From an optimization exercise on the open Yosys and OpenROAD flow, aimed at small area, a short achievable clock period and few clock cycles; shortcuts taken in it are not production practice.
In this exercise RTL edits were held to simulation tests only and were not proved equivalent to the original.
Power is estimated from default activity; no workload was simulated.

## flow/design.v (module list and top-level ports; edited modules follow where they fit)
// module g_tr27: 176 lines
// module g_s2mix: 439 lines
// module g_s3: 994 lines
// module steganography: 188 lines
module steganography (
    input         sys_clk,
    input         reset,
    input         start,
    input         mode,
    input  [31:0] message_size,
    output        done,
    output [31:0] image_addra,
    input  [31:0] image_rddataa,
    output [31:0] secret_addra,
    input  [31:0] secret_rddataa,
    output [31:0] image_wrdatab,
    output [3:0]  image_web,
    output [31:0] image_addrb,
    output [31:0] secret_wrdatab,
    output [3:0]  secret_web,
    output [31:0] secret_addrb
);
  // ...
==> flow/flow/run.sh <==
#!/bin/bash
# Own flow: the standard synthesis; then the synthesized logic (not the
# registers, which keep their names and cells) is mapped again with ABC for
# area; then the standard layout, with buf_1 cells as the port buffers.
# Each tool's output goes to a log file here.
set -euo pipefail
W=$(pwd)
F=$W/flow
R=$W/orfs/results/$FLOW_PLATFORM/steganography/base
LIB=$FLOW_HOME/platforms/sky130hd/lib/sky130_fd_sc_hd__tt_025C_1v80.lib
export BUFFER_PORTS_ARGS="-buffer_cell sky130_fd_sc_hd__buf_1"
export SETUP_SLACK_MARGIN=11.6
export CTS_ARGS="-sink_clustering_enable -repair_clock_nets -buf_list {sky130_fd_sc_hd__clkbuf_8 sky130_fd_sc_hd__clkbuf_16} -root_buf sky130_fd_sc_hd__clkbuf_16 -sink_clustering_size 24 -sink_clustering_max_diameter 120 -dont_use_dummy_load"

# 1. standard synthesis
bash standard.sh synth > synth.log 2>&1
cp $R/1_2_yosys.v synth_standard.v

# 2. logic re-mapping
yosys -q -l cells.log -p "read_liberty -ignore_miss_func -ignore_miss_dir $LIB; write_verilog -noattr cells_all.v"
python3 $F/mkmap.py cells_all.v comb_map.v
DU=""
for c in $(cat $F/dont_use.txt); do DU="$DU -dont_use $c"; done
printf 'strash\n&get -n\n&deepsyn -T %s\n&put\ndch -f\n&get -n\n&nf -R 1000\n&put\ntopo\nstime -c\n' "${DEEPSYN_T:-120}" > remap.abc
yosys -l remap.log -p "
read_liberty -lib $LIB
read_verilog synth_standard.v
hierarchy -top $FLOW_TOP
techmap -map comb_map.v
techmap
opt -fast
abc -script $W/remap.abc -liberty $LIB $DU
opt_clean -purge
hilomap -singleton -hicell sky130_fd_sc_hd__conb_1 HI -locell sky130_fd_sc_hd__conb_1 LO
insbuf -buf sky130_fd_sc_hd__buf_4 A X
write_verilog -noattr -noexpr -nohex -nodec $W/remapped.v
stat -liberty $LIB
" > /dev/null
cp remapped.v $R/1_2_yosys.v

# 3. standard layout from the re-mapped netlist
bash standard.sh > layout.log 2>&1
==> flow/flow/dont_use.txt <==
sky130_fd_sc_hd__lpflow_bleeder_1
sky130_fd_sc_hd__lpflow_clkbufkapwr_1
sky130_fd_sc_hd__lpflow_clkbufkapwr_16
sky130_fd_sc_hd__lpflow_clkbufkapwr_2
sky130_fd_sc_hd__lpflow_clkbufkapwr_4
sky130_fd_sc_hd__lpflow_clkbufkapwr_8
sky130_fd_sc_hd__lpflow_clkinvkapwr_1
sky130_fd_sc_hd__lpflow_clkinvkapwr_16
sky130_fd_sc_hd__lpflow_clkinvkapwr_2
sky130_fd_sc_hd__lpflow_clkinvkapwr_4
sky130_fd_sc_hd__lpflow_clkinvkapwr_8
sky130_fd_sc_hd__lpflow_decapkapwr_12
sky130_fd_sc_hd__lpflow_decapkapwr_3
sky130_fd_sc_hd__lpflow_decapkapwr_4
sky130_fd_sc_hd__lpflow_decapkapwr_6
sky130_fd_sc_hd__lpflow_decapkapwr_8
sky130_fd_sc_hd__lpflow_inputiso0n_1
sky130_fd_sc_hd__lpflow_inputiso0p_1
sky130_fd_sc_hd__lpflow_inputiso1n_1
sky130_fd_sc_hd__lpflow_inputiso1p_1
sky130_fd_sc_hd__lpflow_inputisolatch_1
sky130_fd_sc_hd__lpflow_isobufsrc_1
sky130_fd_sc_hd__lpflow_isobufsrc_16
sky130_fd_sc_hd__lpflow_isobufsrc_2
sky130_fd_sc_hd__lpflow_isobufsrc_4
sky130_fd_sc_hd__lpflow_isobufsrc_8
sky130_fd_sc_hd__lpflow_isobufsrckapwr_16
sky130_fd_sc_hd__lpflow_lsbuf_lh_hl_isowell_tap_1
sky130_fd_sc_hd__lpflow_lsbuf_lh_hl_isowell_tap_2
sky130_fd_sc_hd__lpflow_lsbuf_lh_hl_isowell_tap_4
sky130_fd_sc_hd__lpflow_lsbuf_lh_isowell_4
sky130_fd_sc_hd__lpflow_lsbuf_lh_isowell_tap_1
sky130_fd_sc_hd__lpflow_lsbuf_lh_isowell_tap_2
sky130_fd_sc_hd__lpflow_lsbuf_lh_isowell_tap_4
sky130_fd_sc_hd__probe_p_8
sky130_fd_sc_hd__probec_p_8
==> flow/flow/mkmap.py <==
#!/usr/bin/env python3
# Keep the combinational cell models of a yosys-written liberty model file
# (no flip-flops, latches or tie cells): a techmap file that turns the
# synthesized netlist's logic cells back into gates.
import re, sys
s = open(sys.argv[1]).read()
out = []
for body, name in re.findall(r'(module (\S+)\(.*?endmodule\n)', s, re.S):
    if 'always' in body or ' reg ' in body or 'conb' in name or 'output' not in body:
        continue
    out.append(body)
open(sys.argv[2], 'w').write("\n".join(out))
==> flow/standard.sh <==
#!/bin/bash
# synth_recipe.tcl (not shown) runs the flow's synth.tcl, then flattens the netlist and writes it again
# the make line also repeats each setting of config.mk as NAME=value (left out here)
make -C /OpenROAD-flow-scripts/flow DESIGN_CONFIG=/design/flow/config.mk WORK_HOME=/design/flow/orfs CLKGATE_MAP_FILE= SYNTH_SCRIPT=/design/flow/synth_recipe.tcl "${@:-finish}"
==> flow/config.mk <==
export PLATFORM = sky130hd
export DESIGN_NAME = steganography
export DESIGN_NICKNAME = steganography
export VERILOG_FILES = /design/flow/design.v
export SDC_FILE = /design/flow/constraint.sdc
export NUM_CORES = 4
export LEC_CHECK = 0
export ABC_AREA = 1
export CAP_MARGIN = 20
export CORE_MARGIN = 2
export CORE_UTILIZATION = 40
export SLEW_MARGIN = 20
==> flow/constraint.sdc <==
create_clock -name core_clock -period 16.0 [get_ports {sys_clk}]
set_input_delay 3.2000 -clock core_clock [delete_from_list [all_inputs] [get_ports {sys_clk}]]
set_output_delay 3.2000 -clock core_clock [all_outputs]
set_load 0.01 [all_outputs]
==> report_table.html, run 1 <==
<table>
<tr><th>Metric</th><th>Value</th></tr>
<tr><th colspan="2">Setup path</th></tr>
<tr><td>Crit path kind</td><td>register to output port</td></tr>
<tr><td>Type of element launching the critical path</td><td>register</td></tr>
<tr><td>CP Depth</td><td>1</td></tr>
<tr><td>Cell at the slowest stage of the critical path</td><td>sky130_fd_sc_hd__dfxtp_1</td></tr>
<tr><td>Buffer and inverter count on the worst path</td><td>1</td></tr>
<tr><td>Max FO, Critical Path</td><td>6</td></tr>
<tr><td>Cell family with the largest share of critical-path delay</td><td>flip-flops</td></tr>
<tr><th colspan="2">Hold path</th></tr>
<tr><td>Startpoint of the most critical hold path</td><td>d2[28]</td></tr>
<tr><th colspan="2">Status</th></tr>
<tr><td>Status</td><td>no timing/DRC/antenna violations</td></tr>
<tr><th colspan="2">Final layout</th></tr>
<tr><td>Count of fill cells added during filler insertion</td><td>roughly 2800</td></tr>
<tr><td>Seq_cells</td><td>about 230</td></tr>
<tr><td>Commonest cells after routing, fill and taps aside</td><td>sky130_fd_sc_hd__dfxtp_1, sky130_fd_sc_hd__buf_1, sky130_fd_sc_hd__nor2_1</td></tr>
<tr><td>Non-clock inverter total of the final layout</td><td>41</td></tr>
<tr><td>Post-route non-filler standard cell count</td><td>just under 2000</td></tr>
<tr><th colspan="2">Pwr</th></tr>
<tr><td>Fraction of power consumed by the clock network</td><td>a little under a fifth</td></tr>
<tr><td>Power share of the sequential group</td><td>42.6%</td></tr>
<tr><td>Maximum resistive drop on vdd</td><td>just under 0.00006 V</td></tr>
<tr><th colspan="2">Die</th></tr>
<tr><td>Floorplan row count</td><td>about 60</td></tr>
<tr><td>Die Area</td><td>around 29000 µm²</td></tr>
<tr><td>Number of well-tap cells placed</td><td>about 380</td></tr>
<tr><th colspan="2">Place</th></tr>
<tr><td>Place WS</td><td>roughly 11 ns</td></tr>
<tr><th colspan="2">Detailed routing</th></tr>
<tr><td>Highest routed metal layer</td><td>met5</td></tr>
<tr><th colspan="2">STA</th></tr>
<tr><td>Worst-case clock skew</td><td>about 0.026 ns</td></tr>
<tr><td>Maximum clock frequency</td><td>232.0 MHz</td></tr>
<tr><td>Fin worst setup slack</td><td>between 10 and 15 ns</td></tr>
<tr><th colspan="2">Job</th></tr>
<tr><td>Max-Cap Viols</td><td>0</td></tr>
<tr><th colspan="2">CTS</th></tr>
<tr><td>Root Driver</td><td>sky130_fd_sc_hd__clkbuf_16</td></tr>
</table>
Testbench counts, summed over its fixed seeds: cycles 9,323.
==> module g_s2mix, before the edit <==
module g_s2mix(r0, r1, r2, r3, carry, p, fA, fB, cn);
  input [5:0] r0;
  wire [5:0] r0;
  input [5:0] r1;
  wire [5:0] r1;
  input [5:0] r2;
  wire [5:0] r2;
  input [5:0] r3;
  wire [5:0] r3;
  input [5:0] carry;
  wire [5:0] carry;
  input [2:0] p;
  wire [2:0] p;
  output [5:0] fA;
  wire [5:0] fA;
  output [5:0] fB;
  wire [5:0] fB;
  output [5:0] cn;
  wire [5:0] cn;
  wire _0_;
  wire _100_;
  wire _101_;
  wire _102_;
  wire _103_;
  wire _104_;
  wire _105_;
  wire _106_;
  wire _107_;
  wire _108_;
  wire _109_;
  wire _10_;
  wire _110_;
  wire _111_;
  wire _112_;
  wire _113_;
  wire _114_;
  wire _115_;
  wire _116_;
  wire _117_;
  wire _118_;
  wire _119_;
  wire _11_;
  wire _120_;
  wire _121_;
  wire _122_;
  wire _123_;
  wire _124_;
  wire _125_;
  wire _126_;
  wire _127_;
  wire _128_;
  wire _129_;
  wire _12_;
  wire _130_;
  wire _131_;
  wire _132_;
  wire _133_;
  wire _134_;
  wire _135_;
  wire _136_;
  wire _137_;
  wire _138_;
  wire _139_;
  wire _13_;
  wire _140_;
  wire _141_;
  wire _142_;
  wire _143_;
  wire _144_;
  wire _145_;
  wire _146_;
  wire _147_;
  wire _148_;
  wire _149_;
  wire _14_;
  wire _150_;
  wire _151_;
  wire _152_;
  wire _153_;
  wire _154_;
  wire _155_;
  wire _156_;
  wire _157_;
  wire _158_;
  wire _159_;
  wire _15_;
  wire _160_;
  wire _161_;
  wire _16_;
  wire _17_;
  wire _18_;
  wire _19_;
  wire _1_;
  wire _20_;
  wire _21_;
  wire _22_;
  wire _23_;
  wire _24_;
  wire _25_;
  wire _26_;
  wire _27_;
  wire _28_;
  wire _29_;
  wire _2_;
  wire _30_;
  wire _31_;
  wire _32_;
  wire _33_;
  wire _34_;
  wire _35_;
  wire _36_;
  wire _37_;
  wire _38_;
  wire _39_;
  wire _3_;
  wire _40_;
  wire _41_;
  wire _42_;
  wire _43_;
  wire _44_;
  wire _45_;
  wire _46_;
  wire _47_;
  wire _48_;
  wire _49_;
  wire _4_;
  wire _50_;
  wire _51_;
  wire _52_;
  wire _53_;
  wire _54_;
  wire _55_;
  wire _56_;
  wire _57_;
  wire _58_;
  wire _59_;
  wire _5_;
  wire _60_;
  wire _61_;
  wire _62_;
  wire _63_;
  wire _64_;
  wire _65_;
  wire _66_;
  wire _67_;
  wire _68_;
  wire _69_;
  wire _6_;
  wire _70_;
  wire _71_;
  wire _72_;
  wire _73_;
  wire _74_;
  wire _75_;
  wire _76_;
  wire _77_;
  wire _78_;
  wire _79_;
  wire _7_;
  wire _80_;
  wire _81_;
  wire _82_;
  wire _83_;
  wire _84_;
  wire _85_;
  wire _86_;
  wire _87_;
  wire _88_;
  wire _89_;
  wire _8_;
  wire _90_;
  wire _91_;
  wire _92_;
  wire _93_;
  wire _94_;
  wire _95_;
  wire _96_;
  wire _97_;
  wire _98_;
  wire _99_;
  wire _9_;
  wire [5:0] cx;
  wire [1:0] n0_ ;
  wire [1:0] n1_ ;
  wire [1:0] n2_ ;
  wire [1:0] n3_ ;
  wire [1:0] n4_ ;
  wire [1:0] n5_ ;
  wire [1:0] n6_ ;
  wire [1:0] n7_ ;
  wire n8_ ;
  wire [1:0] n9_ ;
  wire [1:0] n10_ ;
  wire n11_ ;
  wire [1:0] n12_ ;
  wire [1:0] n13_ ;
  wire n14_ ;
  wire [1:0] n15_ ;
  wire [1:0] n16_ ;
  wire [1:0] n17_ ;
  wire [1:0] n18_ ;
  wire [1:0] n19_ ;
  wire [2:0] n20_ ;
  wire [2:0] n21_ ;
  wire [2:0] n22_ ;
  wire [5:0] n23_ ;
  wire [3:0] n24_ ;
  wire [1:0] n25_ ;
  wire [2:0] n26_ ;
  wire [2:0] n27_ ;
  wire [2:0] n28_ ;
  wire [5:0] n29_ ;
  wire [3:0] n30_ ;
  wire [1:0] n31_ ;
  wire [2:0] n32_ ;
  wire [2:0] n33_ ;
  wire [2:0] n34_ ;
  wire [5:0] n35_ ;
  wire [3:0] n36_ ;
  wire [5:0] xA;
  assign _112_ = ~r0[1];
  assign _111_ = p[0] ? p[2] : p[1];
  assign _110_ = p[0] & ~(p[1]);
  assign _109_ = _110_ | p[2];
  assign _108_ = _111_ | ~(_109_);
  assign _107_ = _108_ | _112_;
  assign _106_ = p[0] | ~(p[1]);
  assign _105_ = _109_ | ~(_106_);
  assign _104_ = r1[1] & ~(_105_);
  assign _103_ = _107_ & ~(_104_);
  assign _102_ = ~carry[3];
  assign _101_ = ~r0[3];
  assign _100_ = _105_ ? _102_ : _101_;
  assign _99_ = _100_ & _103_;
  assign _98_ = ~r0[0];
  assign _97_ = _108_ | _98_;
  assign _96_ = r1[0] & ~(_105_);
  assign _95_ = _97_ & ~(_96_);
  assign _94_ = _106_ & ~(_109_);
  assign _93_ = _94_ ? r0[2] : carry[2];
  assign _92_ = _93_ & ~(_95_);
  assign _91_ = _93_ | ~(_95_);
  assign _90_ = ~(_95_ ^ _103_);
  assign _89_ = _93_ & ~(_100_);
  assign _88_ = _100_ & ~(_93_);
  assign _87_ = _88_ | _99_;
  assign _86_ = _87_ | _89_;
  assign _85_ = _86_ | _90_;
  assign _84_ = _85_ & ~(_91_);
  assign fA[3] = _99_ ? _92_ : _84_;
  assign _83_ = _99_ & ~(_92_);
  assign _82_ = ~_85_;
  assign fA[2] = _91_ ? _83_ : _82_;
  assign cn[1] = _105_ ? r2[1] : r3[1];
  assign cn[0] = _105_ ? r2[0] : r3[0];
  assign fA[1] = _94_ ? r0[1] : carry[1];
  assign fA[0] = _94_ ? r0[0] : carry[0];
  assign _81_ = r3[3] & ~(r3[2]);
  assign _80_ = ~(r3[0] | r3[1]);
  assign _79_ = r2[3] & ~(r2[2]);
  assign _78_ = _79_ & _80_;
  assign _77_ = r2[2] & ~(r2[3]);
  assign _76_ = r3[0] & ~(r3[1]);
  assign _75_ = _76_ & _77_;
  assign _74_ = r3[1] & ~(r3[0]);
  assign _73_ = ~(r2[3] | r2[2]);
  assign _72_ = _73_ & _74_;
  assign _71_ = _72_ | _75_;
  assign _70_ = _71_ | _78_;
  assign cn[3] = _94_ ? _81_ : _70_;
  assign _69_ = r3[2] & ~(r3[3]);
  assign _68_ = _77_ & _80_;
  assign _67_ = _73_ & _76_;
  assign _66_ = _74_ & _79_;
  assign _65_ = _66_ | _67_;
  assign _64_ = _65_ | _68_;
  assign cn[2] = _94_ ? _69_ : _64_;
  assign _63_ = _105_ ? carry[5] : r0[5];
  assign _62_ = _63_ & ~(_85_);
  assign _61_ = _85_ & ~(_63_);
  assign _60_ = _105_ ? carry[4] : r0[4];
  assign _59_ = _61_ & ~(_60_);
  assign _58_ = _59_ | _62_;
  assign _57_ = r0[2] & ~(_108_);
  assign _56_ = r1[2] & ~(_105_);
  assign _55_ = ~(_56_ | _57_);
  assign _54_ = ~_55_;
  assign _53_ = _54_ & ~(_58_);
  assign _52_ = ~_63_;
  assign _51_ = ~_60_;
  assign _50_ = _85_ ? _52_ : _51_;
  assign _49_ = r0[3] & ~(_108_);
  assign _48_ = r1[3] & ~(_105_);
  assign _47_ = ~(_48_ | _49_);
  assign _46_ = _47_ & ~(_50_);
  assign _45_ = _58_ & ~(_54_);
  assign _44_ = _45_ | _46_;
  assign _43_ = _44_ | _53_;
  assign _42_ = r1[0] & ~(_108_);
  assign _41_ = r2[0] & ~(_105_);
  assign _40_ = _111_ & ~(_98_);
  assign _39_ = _40_ | _41_;
  assign _38_ = _39_ | _42_;
  assign _37_ = ~(_38_ | _43_);
  assign _36_ = _60_ & _63_;
  assign _35_ = _55_ & ~(_36_);
  assign _34_ = ~_35_;
  assign _33_ = _58_ & ~(_34_);
  assign _32_ = _47_ | ~(_50_);
  assign _31_ = ~_32_;
  assign _30_ = ~_47_;
  assign _29_ = _50_ ? _30_ : _34_;
  assign _28_ = ~_29_;
  assign _27_ = _33_ ? _31_ : _28_;
  assign _26_ = _27_ & ~(_37_);
  assign _25_ = ~(_94_ & r2[1]);
  assign _24_ = r1[1] & ~(_108_);
  assign _23_ = _111_ & ~(_112_);
  assign _22_ = _23_ | _24_;
  assign _21_ = _25_ & ~(_22_);
  assign _20_ = _26_ | ~(_21_);
  assign _113_ = _27_ | _38_;
  assign _114_ = _38_ & _43_;
  assign _115_ = _21_ & ~(_114_);
  assign _116_ = _113_ & ~(_115_);
  assign fA[5] = _20_ & ~(_116_);
  assign _117_ = _21_ | _38_;
  assign _118_ = _43_ & ~(_117_);
  assign _119_ = _20_ & ~(_118_);
  assign fA[4] = _113_ & ~(_119_);
  assign _120_ = ~(_77_ | _79_);
  assign _121_ = _76_ & ~(r2[2]);
  assign _122_ = ~(_121_ | _74_);
  assign _123_ = _122_ | _120_;
  assign _124_ = r2[5] | ~(r2[4]);
  assign _125_ = _69_ & ~(_124_);
  assign _126_ = ~(r2[5] & r3[3]);
  assign _127_ = r2[4] | r3[2];
  assign _128_ = ~(r2[5] | r3[3]);
  assign _129_ = _128_ | _127_;
  assign _130_ = _126_ & ~(_129_);
  assign _131_ = ~(_130_ | _125_);
  assign _132_ = _128_ ^ _127_;
  assign _133_ = _131_ & ~(_132_);
  assign _134_ = _133_ | _123_;
  assign _135_ = _131_ & _123_;
  assign _136_ = _135_ | _94_;
  assign _137_ = _134_ & ~(_136_);
  assign _138_ = r3[4] | ~(r3[5]);
  assign _139_ = _94_ & ~(_138_);
  assign cn[5] = _139_ | _137_;
  assign _140_ = ~(r1[2] | r2[0]);
  assign _141_ = r1[2] & r2[0];
  assign _142_ = ~(r1[3] | r2[1]);
  assign _143_ = _142_ & ~(_141_);
  assign _144_ = ~(r1[2] & r2[1]);
  assign _145_ = r1[3] ? r1[2] : _144_;
  assign _146_ = r2[0] ^ r2[1];
  assign _147_ = _146_ & ~(_145_);
  assign fB[2] = _140_ ? _147_ : _143_;
  assign _148_ = r2[4] | r3[3];
  assign _149_ = _132_ & ~(_148_);
  assign _150_ = _81_ & ~(_124_);
  assign _151_ = _150_ | _123_;
  assign _152_ = _151_ | _149_;
  assign _153_ = _123_ & ~(_133_);
  assign _154_ = _153_ | _94_;
  assign _155_ = _152_ & ~(_154_);
  assign _156_ = r3[5] | ~(r3[4]);
  assign _157_ = _94_ & ~(_156_);
  assign cn[4] = _157_ | _155_;
  assign _158_ = r1[5] | ~(r1[4]);
  assign _159_ = _73_ & ~(_158_);
  assign _160_ = r1[4] | ~(r1[5]);
  assign _161_ = _79_ & ~(_160_);
  assign _0_ = r1[5] | r1[4];
  assign _1_ = _77_ & ~(_0_);
  assign _2_ = _1_ | _161_;
  assign _3_ = ~(_2_ | _159_);
  assign _4_ = ~_3_;
  assign _5_ = _73_ & ~(_0_);
  assign _6_ = _77_ & ~(_160_);
  assign _7_ = _79_ & ~(_158_);
  assign _8_ = _7_ | _6_;
  assign _9_ = _8_ | _5_;
  assign _10_ = _147_ ? _9_ : _4_;
  assign _11_ = _73_ & ~(_160_);
  assign _12_ = _77_ & ~(_158_);
  assign _13_ = _79_ & ~(_0_);
  assign _14_ = _13_ | _12_;
  assign _15_ = ~(_14_ | _11_);
  assign _16_ = _147_ ? _3_ : _15_;
  assign _17_ = _16_ ? _76_ : _74_;
  assign fB[4] = _10_ ? _80_ : _17_;
  assign _18_ = _140_ & ~(_147_);
  assign fB[3] = _142_ ? _141_ : _18_;
  assign _19_ = _10_ ? _76_ : _74_;
  assign fB[5] = _16_ ? _19_ : _80_;
  assign n19_  = 2'hx;
  assign n11_  = 1'hx;
  assign n10_  = 2'hx;
  assign n9_  = 2'hx;
  assign n3_  = 2'hx;
  assign n2_  = 2'hx;
  assign n34_  = 3'hx;
  assign n33_  = 3'hx;
  assign n32_  = 3'hx;
  assign n36_  = 4'hx;
  assign n35_  = 6'hxx;
  assign n18_  = 2'hx;
  assign n17_  = 2'hx;
  assign n8_  = 1'hx;
  assign n7_  = 2'hx;
  assign n6_  = 2'hx;
  assign n1_  = 2'hx;
  assign n0_  = 2'hx;
  assign n28_  = 3'hx;
  assign n27_  = 3'hx;
  assign n26_  = 3'hx;
  assign n31_  = 2'hx;
  assign n30_  = 4'hx;
  assign n29_  = 6'hxx;
  assign n16_  = 2'hx;
  assign n15_  = 2'hx;
  assign n14_  = 1'hx;
  assign n13_  = 2'hx;
  assign n12_  = 2'hx;
  assign n5_  = 2'hx;
  assign n4_  = 2'hx;
  assign n22_  = 3'hx;
  assign n21_  = 3'hx;
  assign n20_  = 3'hx;
  assign n25_  = 2'hx;
  assign n24_  = 4'hx;
  assign n23_  = 6'hxx;
  assign cx[1:0] = cn[1:0];
  assign xA[1:0] = fA[1:0];
  assign fB[1:0] = r1[1:0];
endmodule
==> module steganography, before the edit <==
module steganography (
    input         sys_clk,
    input         reset,
    input         start,
    input         mode,
    input  [31:0] message_size,
    output        done,
    output [31:0] image_addra,
    input  [31:0] image_rddataa,
    output [31:0] secret_addra,
    input  [31:0] secret_rddataa,
    output [31:0] image_wrdatab,
    output [3:0]  image_web,
    output [31:0] image_addrb,
    output [31:0] secret_wrdatab,
    output [3:0]  secret_web,
    output [31:0] secret_addrb
);
    function [5:0] tlo;
        input [3:0] l;
        begin
            case (l)
                4'd0: tlo = 6'b000000;
                4'd1: tlo = 6'b000001;
                4'd2: tlo = 6'b000010;
                4'd3: tlo = 6'b000100;
                4'd4: tlo = 6'b000101;
                4'd5: tlo = 6'b000110;
                4'd6: tlo = 6'b001000;
                4'd7: tlo = 6'b001001;
                4'd8: tlo = 6'b001010;
                4'd9: tlo = 6'b010000;
                4'd10: tlo = 6'b010001;
                4'd11: tlo = 6'b010010;
                4'd12: tlo = 6'b010100;
                4'd13: tlo = 6'b010101;
                4'd14: tlo = 6'b010110;
                4'd15: tlo = 6'b011000;
                default: tlo = 6'b0;
            endcase
        end
    endfunction
    function [7:0] clamp;
        input [7:0] b;
        begin
            clamp = {b[7:1], b[0] ^ ((b == 8'd0) | (b == 8'd255))};
        end
    endfunction
    reg        started;
    reg        mode_r;
    reg        v1;                 
    reg        v2, v3, pv;         
    reg        wvi;                
    reg [3:0]  wvs;                
    reg        done_r;
    reg [16:0] ra;                 
    reg [13:0] G;                  
    reg [1:0]  Kl;                 
    reg [16:0] wa;                 
    reg [2:0]  p2;                 
    reg [2:0]  p3;                 
    always @(*) begin
        case (p2)
            3'd1:    Kl = 2'd1;
            3'd2:    Kl = 2'd2;
            3'd3:    Kl = 2'd2;
            3'd4:    Kl = 2'd3;
            default: Kl = 2'd0;
        endcase
    end
    wire hit = ({G, Kl} == message_size[15:0]);    
    wire ginc = v2 & (p2 == 3'd4);
    wire wr   = wvi | (wvs == 4'b1000);    
    always @(posedge sys_clk) begin
        if (reset) begin
            started <= 1'b0;
            v1      <= 1'b0;
            v2      <= 1'b0;
            v3      <= 1'b0;
            pv      <= 1'b0;
            wvi     <= 1'b0;
            wvs     <= 4'd0;
            done_r  <= 1'b0;
            ra      <= 17'd0;
        end else begin
            started <= started | start;
            v1      <= ~started & start;
            ra      <= started ? ra + 17'd1 : {16'd0, start};
            v2      <= v1 | (v2 & ~hit);
            v3      <= v2;
            pv      <= v3;
            wvi     <= ~mode_r & pv;
            case (p3)
                3'd1:    wvs <= {4{mode_r & v3}};
                3'd2:    wvs <= {2'b00, mode_r & v3, 1'b0};
                3'd4:    wvs <= {1'b0, mode_r & v3, 2'b00};
                3'd5:    wvs <= {mode_r & v3, 3'b000};
                default: wvs <= 4'd0;
            endcase
            done_r  <= done_r | (wvi & ~pv) | ((|wvs) & ~v3);
        end
    end
    always @(posedge sys_clk)
        G <= {14{started}} & (G + {13'd0, ginc});
    always @(posedge sys_clk)
        wa <= {17{started}} & (wa + {16'd0, wr});
    always @(posedge sys_clk)
        p2 <= ~started ? 3'd5 : (p2 == 3'd5) ? 3'd0 : p2 + 3'd1;
    always @(posedge sys_clk)
        mode_r <= mode;
    always @(*) begin
        case (p2)
            3'd0:    p3 = 3'd5;
            3'd1:    p3 = 3'd0;
            3'd2:    p3 = 3'd1;
            3'd3:    p3 = 3'd2;
            3'd4:    p3 = 3'd3;
            default: p3 = 3'd4;
        endcase
    end
    reg [31:0] d1;
    always @(posedge sys_clk) begin
        if (mode_r)
            d1 <= image_rddataa;
        else
            d1 <= {clamp(image_rddataa[31:24]), clamp(image_rddataa[23:16]),
                   clamp(image_rddataa[15:8]),  clamp(image_rddataa[7:0])};
    end
    wire [5:0] r0, r1, r2, r3;     
    g_tr27 u_r0 (.b(d1[7:0]),   .r(r0));
    g_tr27 u_r1 (.b(d1[15:8]),  .r(r1));
    g_tr27 u_r2 (.b(d1[23:16]), .r(r2));
    g_tr27 u_r3 (.b(d1[31:24]), .r(r3));
    reg  [5:0] carry;              
    wire [5:0] fA2, fB2, cn2;
    g_s2mix u_s2 (.r0(r0), .r1(r1), .r2(r2), .r3(r3), .carry(carry), .p(p2),
                  .fA(fA2), .fB(fB2), .cn(cn2));
    reg  [5:0] fA, fB;             
    reg  [31:0] d2;
    reg  [4:0] nA, nB;             
    reg  [3:0] sA;                 
    always @(*) begin
        case (p2)
            3'd0:    sA = secret_rddataa[7:4];
            3'd1:    sA = secret_rddataa[3:0];
            3'd2:    sA = secret_rddataa[15:12];
            3'd3:    sA = secret_rddataa[23:20];
            3'd4:    sA = secret_rddataa[19:16];
            default: sA = secret_rddataa[31:28];
        endcase
    end
    wire [3:0] sB = (p2 == 3'd2) ? secret_rddataa[11:8] : secret_rddataa[27:24];
    wire [5:0] tnA = tlo(sA);
    wire [5:0] tnB = tlo(sB);
    always @(posedge sys_clk) begin
        fA <= fA2;
        fB <= fB2;
        carry <= cn2;
        d2 <= d1;
        nA <= {tnA[4], tnA[3:0]};
        nB <= {tnB[4], tnB[3:0]};
    end
    reg [31:0] pw;                 
    reg [7:0]  pt;                 
    wire [31:0] emb;               
    wire [7:0]  ptn;               
    wire [3:0]  xA3, xB3;          
    g_s3 u_s3 (.nA(nA), .nB(nB), .fA(fA), .fB(fB), .p(p3), .pw(pw), .pt(pt),
               .v3(v3), .emb(emb), .ptn(ptn), .xA(xA3), .xB(xB3));
    reg  [31:0] wrdata;
    wire        xph14 = (p3 == 3'd1) | (p3 == 3'd4);
    wire [7:0]  xb    = xph14 ? {wrdata[7:4], xA3} : {xA3, xB3};
    wire [31:0] ext   = (p3 == 3'd1) ? {24'd0, xb} : {4{xb}};
    always @(posedge sys_clk) begin
        pw <= d2;
        pt <= ptn;
        wrdata <= mode_r ? ext : emb;
    end
    assign done           = done_r;
    assign image_addra    = {13'd0, ra, 2'b00};
    assign secret_addra   = {16'd0, G, 2'b00};
    assign image_addrb    = {13'd0, wa, 2'b00};
    assign secret_addrb   = {13'd0, wa, 2'b00};
    assign image_wrdatab  = wrdata;
    assign secret_wrdatab = wrdata;
    assign image_web      = {4{wvi}};
    assign secret_web     = wvs;
endmodule
==> run 2, diff against run 1 <==
--- a/flow/design.v
+++ b/flow/design.v
@@ -254,14 +254,7 @@
   wire _152_;
   wire _153_;
   wire _154_;
-  wire _155_;
-  wire _156_;
-  wire _157_;
-  wire _158_;
-  wire _159_;
   wire _15_;
-  wire _160_;
-  wire _161_;
   wire _16_;
   wire _17_;
   wire _18_;
@@ -355,263 +348,253 @@
   wire _98_;
   wire _99_;
   wire _9_;
-  wire [5:0] cx;
+  wire [5:0] c2;
   wire [1:0] n0_ ;
   wire [1:0] n1_ ;
   wire [1:0] n2_ ;
   wire [1:0] n3_ ;
   wire [1:0] n4_ ;
   wire [1:0] n5_ ;
-  wire [1:0] n6_ ;
+  wire n6_ ;
   wire [1:0] n7_ ;
-  wire n8_ ;
-  wire [1:0] n9_ ;
+  wire [1:0] n8_ ;
+  wire n9_ ;
   wire [1:0] n10_ ;
-  wire n11_ ;
-  wire [1:0] n12_ ;
+  wire [1:0] n11_ ;
+  wire n12_ ;
   wire [1:0] n13_ ;
-  wire n14_ ;
+  wire [1:0] n14_ ;
   wire [1:0] n15_ ;
   wire [1:0] n16_ ;
   wire [1:0] n17_ ;
-  wire [1:0] n18_ ;
-  wire [1:0] n19_ ;
+  wire [2:0] n18_ ;
+  wire [2:0] n19_ ;
   wire [2:0] n20_ ;
-  wire [2:0] n21_ ;
-  wire [2:0] n22_ ;
-  wire [5:0] n23_ ;
-  wire [3:0] n24_ ;
-  wire [1:0] n25_ ;
+  wire [5:0] n21_ ;
+  wire [3:0] n22_ ;
+  wire [1:0] n23_ ;
+  wire [2:0] n24_ ;
+  wire [2:0] n25_ ;
   wire [2:0] n26_ ;
-  wire [2:0] n27_ ;
-  wire [2:0] n28_ ;
-  wire [5:0] n29_ ;
-  wire [3:0] n30_ ;
-  wire [1:0] n31_ ;
-  wire [2:0] n32_ ;
-  wire [2:0] n33_ ;
-  wire [2:0] n34_ ;
-  wire [5:0] n35_ ;
-  wire [3:0] n36_ ;
-  wire [5:0] xA;
-  assign _112_ = ~r0[1];
-  assign _111_ = p[0] ? p[2] : p[1];
-  assign _110_ = p[0] & ~(p[1]);
-  assign _109_ = _110_ | p[2];
-  assign _108_ = _111_ | ~(_109_);
-  assign _107_ = _108_ | _112_;
-  assign _106_ = p[0] | ~(p[1]);
-  assign _105_ = _109_ | ~(_106_);
-  assign _104_ = r1[1] & ~(_105_);
-  assign _103_ = _107_ & ~(_104_);
-  assign _102_ = ~carry[3];
-  assign _101_ = ~r0[3];
-  assign _100_ = _105_ ? _102_ : _101_;
-  assign _99_ = _100_ & _103_;
-  assign _98_ = ~r0[0];
-  assign _97_ = _108_ | _98_;
-  assign _96_ = r1[0] & ~(_105_);
-  assign _95_ = _97_ & ~(_96_);
-  assign _94_ = _106_ & ~(_109_);
-  assign _93_ = _94_ ? r0[2] : carry[2];
-  assign _92_ = _93_ & ~(_95_);
-  assign _91_ = _93_ | ~(_95_);
-  assign _90_ = ~(_95_ ^ _103_);
-  assign _89_ = _93_ & ~(_100_);
-  assign _88_ = _100_ & ~(_93_);
-  assign _87_ = _88_ | _99_;
-  assign _86_ = _87_ | _89_;
-  assign _85_ = _86_ | _90_;
-  assign _84_ = _85_ & ~(_91_);
-  assign fA[3] = _99_ ? _92_ : _84_;
-  assign _83_ = _99_ & ~(_92_);
-  assign _82_ = ~_85_;
-  assign fA[2] = _91_ ? _83_ : _82_;
-  assign cn[1] = _105_ ? r2[1] : r3[1];
-  assign cn[0] = _105_ ? r2[0] : r3[0];
-  assign fA[1] = _94_ ? r0[1] : carry[1];
-  assign fA[0] = _94_ ? r0[0] : carry[0];
-  assign _81_ = r3[3] & ~(r3[2]);
-  assign _80_ = ~(r3[0] | r3[1]);
-  assign _79_ = r2[3] & ~(r2[2]);
-  assign _78_ = _79_ & _80_;
-  assign _77_ = r2[2] & ~(r2[3]);
-  assign _76_ = r3[0] & ~(r3[1]);
-  assign _75_ = _76_ & _77_;
-  assign _74_ = r3[1] & ~(r3[0]);
-  assign _73_ = ~(r2[3] | r2[2]);
-  assign _72_ = _73_ & _74_;
-  assign _71_ = _72_ | _75_;
-  assign _70_ = _71_ | _78_;
-  assign cn[3] = _94_ ? _81_ : _70_;
-  assign _69_ = r3[2] & ~(r3[3]);
-  assign _68_ = _77_ & _80_;
-  assign _67_ = _73_ & _76_;
-  assign _66_ = _74_ & _79_;
-  assign _65_ = _66_ | _67_;
-  assign _64_ = _65_ | _68_;
-  assign cn[2] = _94_ ? _69_ : _64_;
-  assign _63_ = _105_ ? carry[5] : r0[5];
-  assign _62_ = _63_ & ~(_85_);
-  assign _61_ = _85_ & ~(_63_);
-  assign _60_ = _105_ ? carry[4] : r0[4];
-  assign _59_ = _61_ & ~(_60_);
-  assign _58_ = _59_ | _62_;
-  assign _57_ = r0[2] & ~(_108_);
-  assign _56_ = r1[2] & ~(_105_);
-  assign _55_ = ~(_56_ | _57_);
-  assign _54_ = ~_55_;
-  assign _53_ = _54_ & ~(_58_);
-  assign _52_ = ~_63_;
-  assign _51_ = ~_60_;
-  assign _50_ = _85_ ? _52_ : _51_;
-  assign _49_ = r0[3] & ~(_108_);
-  assign _48_ = r1[3] & ~(_105_);
-  assign _47_ = ~(_48_ | _49_);
-  assign _46_ = _47_ & ~(_50_);
-  assign _45_ = _58_ & ~(_54_);
-  assign _44_ = _45_ | _46_;
-  assign _43_ = _44_ | _53_;
-  assign _42_ = r1[0] & ~(_108_);
-  assign _41_ = r2[0] & ~(_105_);
-  assign _40_ = _111_ & ~(_98_);
-  assign _39_ = _40_ | _41_;
-  assign _38_ = _39_ | _42_;
-  assign _37_ = ~(_38_ | _43_);
-  assign _36_ = _60_ & _63_;
-  assign _35_ = _55_ & ~(_36_);
-  assign _34_ = ~_35_;
-  assign _33_ = _58_ & ~(_34_);
-  assign _32_ = _47_ | ~(_50_);
-  assign _31_ = ~_32_;
-  assign _30_ = ~_47_;
-  assign _29_ = _50_ ? _30_ : _34_;
-  assign _28_ = ~_29_;
-  assign _27_ = _33_ ? _31_ : _28_;
-  assign _26_ = _27_ & ~(_37_);
-  assign _25_ = ~(_94_ & r2[1]);
-  assign _24_ = r1[1] & ~(_108_);
-  assign _23_ = _111_ & ~(_112_);
-  assign _22_ = _23_ | _24_;
-  assign _21_ = _25_ & ~(_22_);
-  assign _20_ = _26_ | ~(_21_);
-  assign _113_ = _27_ | _38_;
-  assign _114_ = _38_ & _43_;
-  assign _115_ = _21_ & ~(_114_);
-  assign _116_ = _113_ & ~(_115_);
-  assign fA[5] = _20_ & ~(_116_);
-  assign _117_ = _21_ | _38_;
-  assign _118_ = _43_ & ~(_117_);
-  assign _119_ = _20_ & ~(_118_);
-  assign fA[4] = _113_ & ~(_119_);
-  assign _120_ = ~(_77_ | _79_);
-  assign _121_ = _76_ & ~(r2[2]);
-  assign _122_ = ~(_121_ | _74_);
-  assign _123_ = _122_ | _120_;
-  assign _124_ = r2[5] | ~(r2[4]);
-  assign _125_ = _69_ & ~(_124_);
-  assign _126_ = ~(r2[5] & r3[3]);
-  assign _127_ = r2[4] | r3[2];
-  assign _128_ = ~(r2[5] | r3[3]);
-  assign _129_ = _128_ | _127_;
-  assign _130_ = _126_ & ~(_129_);
-  assign _131_ = ~(_130_ | _125_);
-  assign _132_ = _128_ ^ _127_;
-  assign _133_ = _131_ & ~(_132_);
-  assign _134_ = _133_ | _123_;
-  assign _135_ = _131_ & _123_;
-  assign _136_ = _135_ | _94_;
-  assign _137_ = _134_ & ~(_136_);
-  assign _138_ = r3[4] | ~(r3[5]);
-  assign _139_ = _94_ & ~(_138_);
-  assign cn[5] = _139_ | _137_;
-  assign _140_ = ~(r1[2] | r2[0]);
-  assign _141_ = r1[2] & r2[0];
-  assign _142_ = ~(r1[3] | r2[1]);
-  assign _143_ = _142_ & ~(_141_);
-  assign _144_ = ~(r1[2] & r2[1]);
-  assign _145_ = r1[3] ? r1[2] : _144_;
-  assign _146_ = r2[0] ^ r2[1];
-  assign _147_ = _146_ & ~(_145_);
-  assign fB[2] = _140_ ? _147_ : _143_;
-  assign _148_ = r2[4] | r3[3];
-  assign _149_ = _132_ & ~(_148_);
-  assign _150_ = _81_ & ~(_124_);
-  assign _151_ = _150_ | _123_;
-  assign _152_ = _151_ | _149_;
-  assign _153_ = _123_ & ~(_133_);
-  assign _154_ = _153_ | _94_;
-  assign _155_ = _152_ & ~(_154_);
-  assign _156_ = r3[5] | ~(r3[4]);
-  assign _157_ = _94_ & ~(_156_);
-  assign cn[4] = _157_ | _155_;
-  assign _158_ = r1[5] | ~(r1[4]);
-  assign _159_ = _73_ & ~(_158_);
-  assign _160_ = r1[4] | ~(r1[5]);
-  assign _161_ = _79_ & ~(_160_);
-  assign _0_ = r1[5] | r1[4];
-  assign _1_ = _77_ & ~(_0_);
-  assign _2_ = _1_ | _161_;
-  assign _3_ = ~(_2_ | _159_);
-  assign _4_ = ~_3_;
-  assign _5_ = _73_ & ~(_0_);
-  assign _6_ = _77_ & ~(_160_);
-  assign _7_ = _79_ & ~(_158_);
-  assign _8_ = _7_ | _6_;
-  assign _9_ = _8_ | _5_;
-  assign _10_ = _147_ ? _9_ : _4_;
-  assign _11_ = _73_ & ~(_160_);
-  assign _12_ = _77_ & ~(_158_);
-  assign _13_ = _79_ & ~(_0_);
-  assign _14_ = _13_ | _12_;
-  assign _15_ = ~(_14_ | _11_);
-  assign _16_ = _147_ ? _3_ : _15_;
-  assign _17_ = _16_ ? _76_ : _74_;
-  assign fB[4] = _10_ ? _80_ : _17_;
-  assign _18_ = _140_ & ~(_147_);
-  assign fB[3] = _142_ ? _141_ : _18_;
-  assign _19_ = _10_ ? _76_ : _74_;
-  assign fB[5] = _16_ ? _19_ : _80_;
-  assign n19_  = 2'hx;
-  assign n11_  = 1'hx;
-  assign n10_  = 2'hx;
-  assign n9_  = 2'hx;
-  assign n3_  = 2'hx;
-  assign n2_  = 2'hx;
-  assign n34_  = 3'hx;
-  assign n33_  = 3'hx;
-  assign n32_  = 3'hx;
-  assign n36_  = 4'hx;
-  assign n35_  = 6'hxx;
-  assign n18_  = 2'hx;
+  wire [5:0] n27_ ;
+  wire [1:0] n28_ ;
+  wire [2:0] n29_ ;
+  wire [2:0] n30_ ;
+  wire [2:0] n31_ ;
+  wire [5:0] n32_ ;
+  wire [3:0] n33_ ;
+  wire [5:0] u;
+  wire [5:0] x;
+  assign _103_ = p[0] ^ p[1];
+  assign _102_ = _103_ | p[2];
+  assign _101_ = r0[3] & ~(_102_);
+  assign _100_ = ~(p[0] ^ p[2]);
+  assign _99_ = _100_ | p[1];
+  assign _98_ = carry[3] & ~(_99_);
+  assign _97_ = p[0] ? p[2] : p[1];
+  assign _96_ = _97_ & r1[3];
+  assign _95_ = _96_ | _98_;
+  assign _94_ = _95_ | _101_;
+  assign _93_ = _102_ | r1[1];
+  assign _92_ = ~r0[1];
+  assign _91_ = _92_ & ~(_99_);
+  assign _90_ = _97_ & ~(r2[1]);
+  assign _89_ = _90_ | _91_;
+  assign _88_ = _93_ & ~(_89_);
+  assign _87_ = ~(_88_ | _94_);
+  assign _86_ = _102_ | ~(r1[0]);
+  assign _85_ = r0[0] & ~(_99_);
+  assign _84_ = _97_ & r2[0];
+  assign _83_ = _84_ | _85_;
+  assign _82_ = _86_ & ~(_83_);
+  assign _81_ = _102_ | ~(r0[2]);
+  assign _80_ = carry[2] & ~(_99_);
+  assign _79_ = _97_ & r1[2];
+  assign _78_ = _79_ | _80_;
+  assign _77_ = _78_ | ~(_81_);
+  assign _76_ = _77_ & ~(_82_);
+  assign _75_ = _82_ & ~(_77_);
+  assign _74_ = _88_ & _94_;
+  assign _73_ = _75_ & ~(_74_);
+  assign fB[3] = _87_ ? _76_ : _73_;
+  assign _72_ = _87_ & ~(_76_);
+  assign fB[2] = _75_ ? _74_ : _72_;
+  assign _71_ = r2[3] & ~(r2[2]);
+  assign _70_ = ~(r3[0] ^ r3[1]);
+  assign _69_ = _71_ & ~(_70_);
+  assign _68_ = ~r2[3];
+  assign _67_ = _68_ & ~(_70_);
+  assign _66_ = r3[0] | ~(r2[2]);
+  assign _65_ = _67_ & ~(_66_);
+  assign _64_ = _65_ | _69_;
+  assign _63_ = r2[5] | r3[2];
+  assign _62_ = ~(r2[4] | r3[3]);
+  assign _61_ = _63_ & ~(_62_);
+  assign _60_ = ~(r2[4] | r3[2]);
+  assign _59_ = ~_60_;
+  assign _58_ = ~(r2[5] | r3[3]);
+  assign _57_ = _60_ | ~(_58_);
+  assign _56_ = _61_ ? _59_ : _57_;
+  assign _55_ = _64_ & ~(_56_);
+  assign _54_ = _102_ & ~(_55_);
+  assign _53_ = _60_ & ~(_58_);
+  assign _52_ = _53_ | _61_;
+  assign _51_ = _64_ & ~(_52_);
+  assign _50_ = _56_ & ~(_51_);
+  assign _49_ = _54_ & ~(_50_);
+  assign _48_ = r3[4] & ~(_102_);
+  assign cn[4] = _48_ | _49_;
+  assign _47_ = ~(r2[2] ^ r3[0]);
+  assign _46_ = _47_ & _67_;
+  assign _45_ = r3[0] | r3[1];
+  assign _44_ = _71_ & ~(_45_);
+  assign _43_ = _44_ | ~(_102_);
+  assign _42_ = _43_ | _46_;
+  assign _41_ = ~(_102_ | r3[3]);
+  assign cn[3] = _42_ & ~(_41_);
+  assign _40_ = r3[2] & ~(_102_);
+  assign _39_ = ~r3[1];
+  assign _38_ = _69_ | _39_;
+  assign _37_ = _68_ & ~(_47_);
+  assign _36_ = _39_ & ~(_37_);
+  assign _35_ = _36_ | ~(_102_);
+  assign _34_ = _38_ & ~(_35_);
+  assign cn[2] = _34_ | _40_;
+  assign cn[1] = _102_ ? r2[1] : r3[1];
+  assign cn[0] = _102_ ? r2[0] : r3[0];
+  assign _104_ = _102_ | ~(r0[5]);
+  assign _105_ = carry[5] & ~(_99_);
+  assign _106_ = _97_ & r1[5];
+  assign _107_ = _106_ | _105_;
+  assign _108_ = _104_ & ~(_107_);
+  assign _109_ = _73_ | _87_;
+  assign _110_ = _88_ & ~(_82_);
+  assign _111_ = _77_ & _94_;
+  assign _112_ = _111_ | _110_;
+  assign _113_ = _112_ | _109_;
+  assign _114_ = r0[3] & ~(_99_);
+  assign _115_ = _97_ & ~(_68_);
+  assign _116_ = r1[3] & ~(_102_);
+  assign _117_ = _116_ | _115_;
+  assign _118_ = _117_ | _114_;
+  assign _119_ = r0[2] & ~(_99_);
+  assign _120_ = _97_ & r2[2];
+  assign _121_ = r1[2] & ~(_102_);
+  assign _122_ = _121_ | _120_;
+  assign _123_ = ~(_122_ | _119_);
+  assign _124_ = ~_123_;
+  assign _125_ = _113_ ? _118_ : _124_;
+  assign _126_ = _125_ & ~(_108_);
+  assign _127_ = _108_ & ~(_125_);
+  assign _128_ = ~carry[4];
+  assign _129_ = _128_ & ~(_99_);
+  assign _130_ = ~(_102_ | r0[4]);
+  assign _131_ = _97_ & ~(r1[4]);
+  assign _132_ = _131_ | _130_;
+  assign _133_ = ~(_132_ | _129_);
+  assign _134_ = ~_133_;
+  assign _135_ = ~(_118_ | _113_);
+  assign _136_ = _135_ ^ _124_;
+  assign _137_ = _136_ & ~(_134_);
+  assign _138_ = _127_ & ~(_137_);
+  assign _139_ = _138_ | _126_;
+  assign _140_ = ~(_99_ | r1[1]);
+  assign _141_ = ~(_102_ | r2[1]);
+  assign _142_ = _97_ & ~(r3[1]);
+  assign _143_ = _142_ | _141_;
+  assign _144_ = ~(_143_ | _140_);
+  assign _145_ = ~_144_;
+  assign _146_ = _145_ & ~(_139_);
+  assign _147_ = _134_ & ~(_136_);
+  assign _148_ = ~(_147_ ^ _127_);
+  assign _149_ = _148_ | _146_;
+  assign _150_ = r2[0] & ~(_102_);
+  assign _151_ = r1[0] & ~(_99_);
+  assign _152_ = _97_ & r3[0];
+  assign _153_ = _152_ | _151_;
+  assign _154_ = ~(_153_ | _150_);
+  assign _0_ = ~_154_;
+  assign _1_ = _139_ & ~(_145_);
+  assign _2_ = _1_ | _0_;
+  assign _3_ = ~(_2_ | _149_);
+  assign _4_ = ~(_154_ | _144_);
+  assign _5_ = _4_ & _148_;
+  assign fB[4] = _5_ | _3_;
+  assign _6_ = carry[5] | ~(r0[0]);
+  assign _7_ = carry[5] & ~(r0[0]);
+  assign _8_ = ~_7_;
+  assign _9_ = _92_ ? _6_ : _8_;
+  assign _10_ = carry[4] & ~(_9_);
+  assign _11_ = _92_ & ~(_7_);
+  assign _12_ = carry[4] | r0[0];
+  assign _13_ = _12_ | _11_;
+  assign _14_ = _9_ & ~(_13_);
+  assign _15_ = _14_ | ~(_97_);
+  assign _16_ = ~(_15_ | _10_);
+  assign _17_ = _11_ & ~(_128_);
+  assign _18_ = _9_ & ~(_17_);
+  assign _19_ = _16_ & ~(_18_);
+  assign _20_ = fB[4] & ~(_97_);
+  assign fA[4] = _20_ | _19_;
+  assign _21_ = carry[3] & ~(carry[2]);
+  assign fA[3] = _97_ ? _21_ : fB[3];
+  assign _22_ = carry[2] & ~(carry[3]);
+  assign fA[2] = _97_ ? _22_ : fB[2];
+  assign fA[1] = _102_ ? carry[1] : r0[1];
+  assign fB[1] = _97_ ? r1[1] : fA[1];
+  assign fA[0] = _102_ ? carry[0] : r0[0];
+  assign fB[0] = _97_ ? r1[0] : fA[0];
+  assign _23_ = _4_ | _149_;
+  assign _24_ = _148_ & ~(_144_);
+  assign _25_ = _139_ & ~(_148_);
+  assign _26_ = _0_ & ~(_25_);
+  assign _27_ = _26_ | _24_;
+  assign fB[5] = _23_ & ~(_27_);
+  assign _28_ = _102_ | r3[5];
+  assign _29_ = ~_53_;
+  assign _30_ = _61_ ? _57_ : _29_;
+  assign _31_ = ~(_30_ | _64_);
+  assign _32_ = _54_ & ~(_31_);
+  assign cn[5] = _28_ & ~(_32_);
+  assign _33_ = fB[5] | _97_;
+  assign fA[5] = _33_ & ~(_16_);
   assign n17_  = 2'hx;
-  assign n8_  = 1'hx;
+  assign n9_  = 1'hx;
+  assign n8_  = 2'hx;
   assign n7_  = 2'hx;
-  assign n6_  = 2'hx;
+  assign n2_  = 2'hx;
   assign n1_  = 2'hx;
-  assign n0_  = 2'hx;
-  assign n28_  = 3'hx;
-  assign n27_  = 3'hx;
-  assign n26_  = 3'hx;
-  assign n31_  = 2'hx;
-  assign n30_  = 4'hx;
-  assign n29_  = 6'hxx;
+  assign n31_  = 3'hx;
+  assign n30_  = 3'hx;
+  assign n29_  = 3'hx;
+  assign n33_  = 4'hx;
+  assign n32_  = 6'hxx;
   assign n16_  = 2'hx;
   assign n15_  = 2'hx;
-  assign n14_  = 1'hx;
-  assign n13_  = 2'hx;
-  assign n12_  = 2'hx;
+  assign n6_  = 1'hx;
   assign n5_  = 2'hx;
+  assign n0_  = 2'hx;
+  assign n26_  = 3'hx;
+  assign n25_  = 3'hx;
+  assign n24_  = 3'hx;
+  assign n28_  = 2'hx;
+  assign n27_  = 6'hxx;
+  assign n14_  = 2'hx;
+  assign n13_  = 2'hx;
+  assign n12_  = 1'hx;
+  assign n11_  = 2'hx;
+  assign n10_  = 2'hx;
   assign n4_  = 2'hx;
-  assign n22_  = 3'hx;
-  assign n21_  = 3'hx;
+  assign n3_  = 2'hx;
   assign n20_  = 3'hx;
-  assign n25_  = 2'hx;
-  assign n24_  = 4'hx;
-  assign n23_  = 6'hxx;
-  assign cx[1:0] = cn[1:0];
-  assign xA[1:0] = fA[1:0];
-  assign fB[1:0] = r1[1:0];
+  assign n19_  = 3'hx;
+  assign n18_  = 3'hx;
+  assign n23_  = 2'hx;
+  assign n22_  = 4'hx;
+  assign n21_  = 6'hxx;
+  assign c2[1:0] = carry[1:0];
+  assign u = fB;
+  assign x[1:0] = fB[1:0];
 endmodule
 module g_s3(nA, nB, fA, fB, p, pw, pt, v3, emb, ptn, xA, xB);
   input [4:0] nA;
@@ -1777,10 +1760,10 @@
     wire [3:0]  xA3, xB3;          
     g_s3 u_s3 (.nA(nA), .nB(nB), .fA(fA), .fB(fB), .p(p3), .pw(pw), .pt(pt),
                .v3(v3), .emb(emb), .ptn(ptn), .xA(xA3), .xB(xB3));
-    reg  [31:0] wrdata;
     wire        xph14 = (p3 == 3'd1) | (p3 == 3'd4);
     wire [7:0]  xb    = xph14 ? {wrdata[7:4], xA3} : {xA3, xB3};
     wire [31:0] ext   = (p3 == 3'd1) ? {24'd0, xb} : {4{xb}};
+    reg [31:0] wrdata;
     always @(posedge sys_clk) begin
         pw <= d2;
         pt <= ptn;
--- a/flow/flow/run.sh
+++ b/flow/flow/run.sh
@@ -10,7 +10,7 @@
 LIB=$FLOW_HOME/platforms/sky130hd/lib/sky130_fd_sc_hd__tt_025C_1v80.lib
 export BUFFER_PORTS_ARGS="-buffer_cell sky130_fd_sc_hd__buf_1"
 export SETUP_SLACK_MARGIN=11.6
-export CTS_ARGS="-sink_clustering_enable -repair_clock_nets -buf_list {sky130_fd_sc_hd__clkbuf_8 sky130_fd_sc_hd__clkbuf_16} -root_buf sky130_fd_sc_hd__clkbuf_16 -sink_clustering_size 24 -sink_clustering_max_diameter 120 -dont_use_dummy_load"
+export CTS_ARGS="-sink_clustering_enable -repair_clock_nets -buf_list {sky130_fd_sc_hd__clkbuf_16} -root_buf sky130_fd_sc_hd__clkbuf_16 -sink_clustering_size 32 -sink_clustering_max_diameter 150 -dont_use_dummy_load"
 
 # 1. standard synthesis
 bash standard.sh synth > synth.log 2>&1
@@ -21,7 +21,7 @@
 python3 $F/mkmap.py cells_all.v comb_map.v
 DU=""
 for c in $(cat $F/dont_use.txt); do DU="$DU -dont_use $c"; done
-printf 'strash\n&get -n\n&deepsyn -T %s\n&put\ndch -f\n&get -n\n&nf -R 1000\n&put\ntopo\nstime -c\n' "${DEEPSYN_T:-120}" > remap.abc
+printf 'strash\n&get -n\n&deepsyn -T %s\n&put\ndch -f\n&get -n\n&nf -R 1000\n&put\ntopo\nstime -c\n' "${DEEPSYN_T:-300}" > remap.abc
 yosys -l remap.log -p "
 read_liberty -lib $LIB
 read_verilog synth_standard.v
==> run 2 against run 1 <==
Compared with the run above: still clean on timing, DRC and antenna; total power up 0.53%; area after synthesis is 0.10% lower; clock power decreased by 7.2%; critical path depth did not move; largest cell class unchanged.
==> report_table.html, run 2 <==
<table>
<tr><th>Metric</th><th>Value</th></tr>
<tr><th colspan="2">Setup path</th></tr>
<tr><td>Required time of the worst setup path</td><td>12.80 ns (about the same)</td></tr>
<tr><td>CP Depth</td><td>1 (unchanged)</td></tr>
<tr><td>Crit path kind</td><td>register to output port (unchanged)</td></tr>
<tr><td>Cells along the critical path</td><td>buf_1 (unchanged)</td></tr>
<tr><td>Max FO, Critical Path</td><td>3 (was 6)</td></tr>
<tr><td>Cell at the slowest stage of the critical path</td><td>sky130_fd_sc_hd__dfxtp_1 (unchanged)</td></tr>
<tr><td>Depth of the most critical reg-to-reg path</td><td>25 (was 23)</td></tr>
<tr><td>Signal arrival time at the worst endpoint</td><td>1.13 ns (was 1.11 ns)</td></tr>
<tr><td>Cell family with the largest share of critical-path delay</td><td>flip-flops (unchanged)</td></tr>
<tr><td>Type of element launching the critical path</td><td>register (unchanged)</td></tr>
<tr><td>Endpoint class of the critical path</td><td>output port (unchanged)</td></tr>
<tr><td>Delay of the slowest critical-path stage</td><td>0.43 ns (was 0.44 ns)</td></tr>
<tr><td>Buffer and inverter count on the worst path</td><td>1 (unchanged)</td></tr>
<tr><th colspan="2">Status</th></tr>
<tr><td>Status</td><td>no timing/DRC/antenna violations (unchanged)</td></tr>
<tr><th colspan="2">GRT</th></tr>
<tr><td>Wire length of the first global-routing pass</td><td>42.01 mm (was 40.93 mm)</td></tr>
<tr><td>Gr usage total</td><td>17.72% (was 17.16%)</td></tr>
<tr><td>Number of antenna violations at the first check in global routing</td><td>0 (was 1)</td></tr>
<tr><td>Met1 capacity usage during global routing</td><td>22.27% (was 21.78%)</td></tr>
<tr><td>Residual overflow from global routing</td><td>0 (unchanged)</td></tr>
<tr><td>GR Util met2</td><td>32.23% (was 30.35%)</td></tr>
<tr><td>Met3 Use GR</td><td>1.910% (was 2.485%)</td></tr>
<tr><td>Grt peak-use layer</td><td>met2 (unchanged)</td></tr>
<tr><td>Largest net degree at the start of global routing</td><td>37 (was 38)</td></tr>
<tr><td>Vias in the first global route</td><td>8443 (was 8518)</td></tr>
<tr><th colspan="2">CTS</th></tr>
<tr><td>Maximum level of the CTS H-tree</td><td>1 (unchanged)</td></tr>
<tr><td>Hold-fix buffers at CTS</td><td>0 (unchanged)</td></tr>
<tr><td>TritonCTS clock tree</td><td>yes (unchanged)</td></tr>
<tr><td>Number of buffers on the longest clock path</td><td>3 (unchanged)</td></tr>
<tr><td>Clock insertion delay at the later pin of the skew report</td><td>0.49 ns (was 0.48 ns)</td></tr>
<tr><td>Clock Sinks</td><td>227 (unchanged)</td></tr>
<tr><td>Inserted Clock Buffers</td><td>11 (was 13)</td></tr>
<tr><td>Clock Pin Slew Worst Setup and Hold Paths</td><td>0.12 ns (was 0.09 ns)</td></tr>
<tr><td>Root Driver</td><td>sky130_fd_sc_hd__clkbuf_16 (unchanged)</td></tr>
<tr><th colspan="2">Final layout</th></tr>
<tr><td>Design Area, Final</td><td>12400 µm² (was 12230 µm²)</td></tr>
<tr><td>Total number of nets in the final design</td><td>1631 (was 1645)</td></tr>
<tr><td>Commonest cells after routing, fill and taps aside</td><td>sky130_fd_sc_hd__dfxtp_1, sky130_fd_sc_hd__buf_1, sky130_fd_sc_hd__nor2_1 (unchanged)</td></tr>
<tr><td>ANT cells</td><td>0 (unchanged)</td></tr>
<tr><td>Count of fill cells added during filler insertion</td><td>2805 (unchanged)</td></tr>
<tr><td>Area added between synthesis and finish</td><td>10.33% (was 8.733%)</td></tr>
<tr><td>Post-route non-filler standard cell count</td><td>1907 (was 1921)</td></tr>
<tr><td>Fraction of layout cells with a size suffix above 1</td><td>5.494% (was 3.046%)</td></tr>
<tr><th colspan="2">Place</th></tr>
<tr><td>HPWL reported at the end of detailed placement</td><td>21.36 mm (was 20.15 mm)</td></tr>
<tr><td>Post-placement cell area</td><td>11840 µm² (was 11800 µm²)</td></tr>
<tr><td>Placed instance count</td><td>1887 (was 1906)</td></tr>
<tr><td>GP Congestion</td><td>0.9353 (was 0.8832)</td></tr>
<tr><td>Number of I/O port buffers</td><td>221 (unchanged)</td></tr>
<tr><th colspan="2">Synthesis</th></tr>
<tr><td>Gate count after technology mapping</td><td>1357 (was 1376)</td></tr>
<tr><td>Synthesis Warnings</td><td>1 (unchanged)</td></tr>
<tr><td>Mean Syn Cell Area</td><td>8.280 µm² (was 8.174 µm²)</td></tr>
<tr><td>Area of the mapped netlist</td><td>11240 µm² (was 11250 µm²)</td></tr>
<tr><th colspan="2">STA</th></tr>
<tr><td>Min Clock Period, post-route</td><td>4.328 ns (was 4.310 ns)</td></tr>
<tr><td>Worst slew margin</td><td>36.50% (was 36.32%)</td></tr>
<tr><td>Worst-case clock skew</td><td>0.08197 ns (was 0.02571 ns)</td></tr>
<tr><td>RSZ-0062 raised after global routing</td><td>yes (unchanged)</td></tr>
<tr><td>Slew at the pin with the worst max-slew slack</td><td>0.9525 ns (was 0.9510 ns)</td></tr>
<tr><td>Setup Viol. Count Final</td><td>0 (unchanged)</td></tr>
<tr><td>Count of final hold-check violations</td><td>0 (unchanged)</td></tr>
<tr><td>Sum of negative setup slack</td><td>0 ns (unchanged)</td></tr>
<tr><td>Final-report max-slew violation count</td><td>0 (unchanged)</td></tr>
<tr><td>Maximum clock frequency</td><td>231.1 MHz (was 232.0 MHz)</td></tr>
<tr><td>Tightest hold margin</td><td>0.3142 ns (was 0.3189 ns)</td></tr>
<tr><td>Fin crit share</td><td>27.05% (was 26.94%)</td></tr>
<tr><th colspan="2">Die</th></tr>
<tr><td>Initial cell density of the core</td><td>40.55% (was 40.60%)</td></tr>
<tr><td>Chip Width</td><td>171.6 µm (was 171.7 µm)</td></tr>
<tr><td>Die boundary height</td><td>171.6 µm (was 171.7 µm)</td></tr>
<tr><td>Die Area</td><td>29450 µm² (was 29480 µm²)</td></tr>
<tr><td>Floorplan row count</td><td>61 (unchanged)</td></tr>
<tr><td>Io pins</td><td>301 (unchanged)</td></tr>
<tr><td>Area inside the core boundary</td><td>27710 µm² (unchanged)</td></tr>
<tr><th colspan="2">Detailed routing</th></tr>
<tr><td>Average routed wire per standard cell</td><td>14.58 µm (was 13.77 µm)</td></tr>
<tr><td>DRC errors left</td><td>0 (unchanged)</td></tr>
<tr><td>Number of nets with antenna violations after routing</td><td>0 (unchanged)</td></tr>
<tr><td>Via count</td><td>9662 (was 9690)</td></tr>
<tr><td>Total wirelength of the detailed-routed design</td><td>27.80 mm (was 26.46 mm)</td></tr>
<tr><td>Violation count after the first detailed-route iteration</td><td>690 (was 532)</td></tr>
<tr><td>Detailed-route vias per instance</td><td>5.067 (was 5.044)</td></tr>
<tr><td>First-pass iteration count of the detailed router</td><td>6 (was 5)</td></tr>
<tr><th colspan="2">Hold path</th></tr>
<tr><td>Worst min path class</td><td>register to register (unchanged)</td></tr>
<tr><td>Number of cells traversed by the worst hold path</td><td>0 (unchanged)</td></tr>
<tr><th colspan="2">Job</th></tr>
<tr><td>Max-Cap Viols</td><td>0 (unchanged)</td></tr>
<tr><th colspan="2">Pwr</th></tr>
<tr><td>Total power consumption of the routed design</td><td>1.718 mW (was 1.709 mW)</td></tr>
<tr><td>Reported leakage power</td><td>4.655 nW (was 4.577 nW)</td></tr>
<tr><td>Maximum resistive drop on vdd</td><td>0.00006792 V (was 0.00005887 V)</td></tr>
<tr><td>Power density over the cells</td><td>138.6 nW/µm² (was 139.7 nW/µm²)</td></tr>
</table>
==> run 2: cell count changes in the layout (fill, tap and decap cells not counted), moves of 7 or more <==
| cell | change |
|---|---|
| sky130_fd_sc_hd__o22ai_1 | -9 |
| sky130_fd_sc_hd__buf_4 | +7 |
| sky130_fd_sc_hd__o21ai_0 | -19 |
| sky130_fd_sc_hd__nand2_1 | -18 |
| sky130_fd_sc_hd__and2_0 | +9 |
| sky130_fd_sc_hd__o31ai_1 | +16 |
| sky130_fd_sc_hd__a22oi_1 | -12 |
| sky130_fd_sc_hd__nand3_1 | -8 |
| sky130_fd_sc_hd__nor2_1 | +13 |
| sky130_fd_sc_hd__a21oi_1 | -12 |
==> run 2: metal layers <==
layer | part of all wire [%] | vias to the layer above | wire, µm
met5 | 0 | - | 0
met4 | 2.2 | 0 | 607
met3 | 4.7 | 29 | 1314
met2 | 48 | 292 | 13410
met1 | 45 | 4437 | 12470
li1 | - | 4904 | -
==> run 2: final timing paths <==
check / endpoint / startpoint / slack (ns)
worst max-delay path: image_wrdatab[7] / wrdata[7] / 11.67
worst max register to register: fA[5] / d1[5] / 11.74
worst min register to register: d2[18] / d1[18] / 0.31
worst min-delay path: d2[18] / d1[18] / 0.31
==> run 2: final cells by class <==
type	count	area, µm²	share of cell area [%]
multi-input cells	1017	5996	48.36
flip-flops and latches	227	4559	36.78
repair buffers	238	957.2	7.721
well taps	378	473.0	3.815
clock buffers	11	275.3	2.220
inverters	36	136.4	1.100
==> run 2: through the flow <==
stage          setup slack [ns]  util, %
2_1_floorplan             11.44        -
3_3_place_gp              11.23    42.74
3_5_place_dp              11.16    42.74
4_1_cts                   11.63    43.93
5_1_grt                   11.43    44.75
6_report                  11.67    44.75
==> run 2: repair_timing <==
item	in CTS	in global routing
endpoints found under the setup margin	2	6
gates resized for setup	10	53
gates cloned	0	0
pin swaps	3	13
buffers inserted	1	8
==> run 2: where the power goes <==
group / internal (mW) / switching (mW) / total (mW)
sequential: 0.652 / 0.0814 / 0.734
clock: 0.125 / 0.172 / 0.297
combinational: 0.265 / 0.423 / 0.687
Testbench counts of run 2, summed over its fixed seeds: cycles 9,323.

-- afterwards: timing with drivers on the ports --
The results above use ideal ports. As a check the final layouts listed here were re-extracted and re-timed, cells and wires unchanged. Step 1 sets driving cells, clkbuf_16 on the clock port and buf_2 on the other inputs (assumed; they add their load-dependent delay and slew). Step 2 also shifts input and output timing later by t, the mid clock arrival at the registers, as if the neighbouring blocks saw the same clock. a / b / c = ideal ports / drivers / drivers and shift; a / b = the first two.
| run | shift t [ns] | setup WS [ns] | hold slack, ns | worst register clock-pin slew, ns | pins driven straight from the clock port |
|---|---|---|---|---|---|
| run 1 | 0.514 | 11.690 / 11.639 / 11.275 | 0.319 / 0.319 / 0.319 | 0.10 / 0.10 | 1 |
| run 2 | 0.497 | 11.672 / 11.621 / 11.222 | 0.314 / 0.314 / 0.314 | 0.13 / 0.13 | 1 |
After both steps setup and hold are still met in every run listed. The setup slack of run 2, which loses most, moves by -0.051 ns with the drivers and by -0.450 ns with both steps.
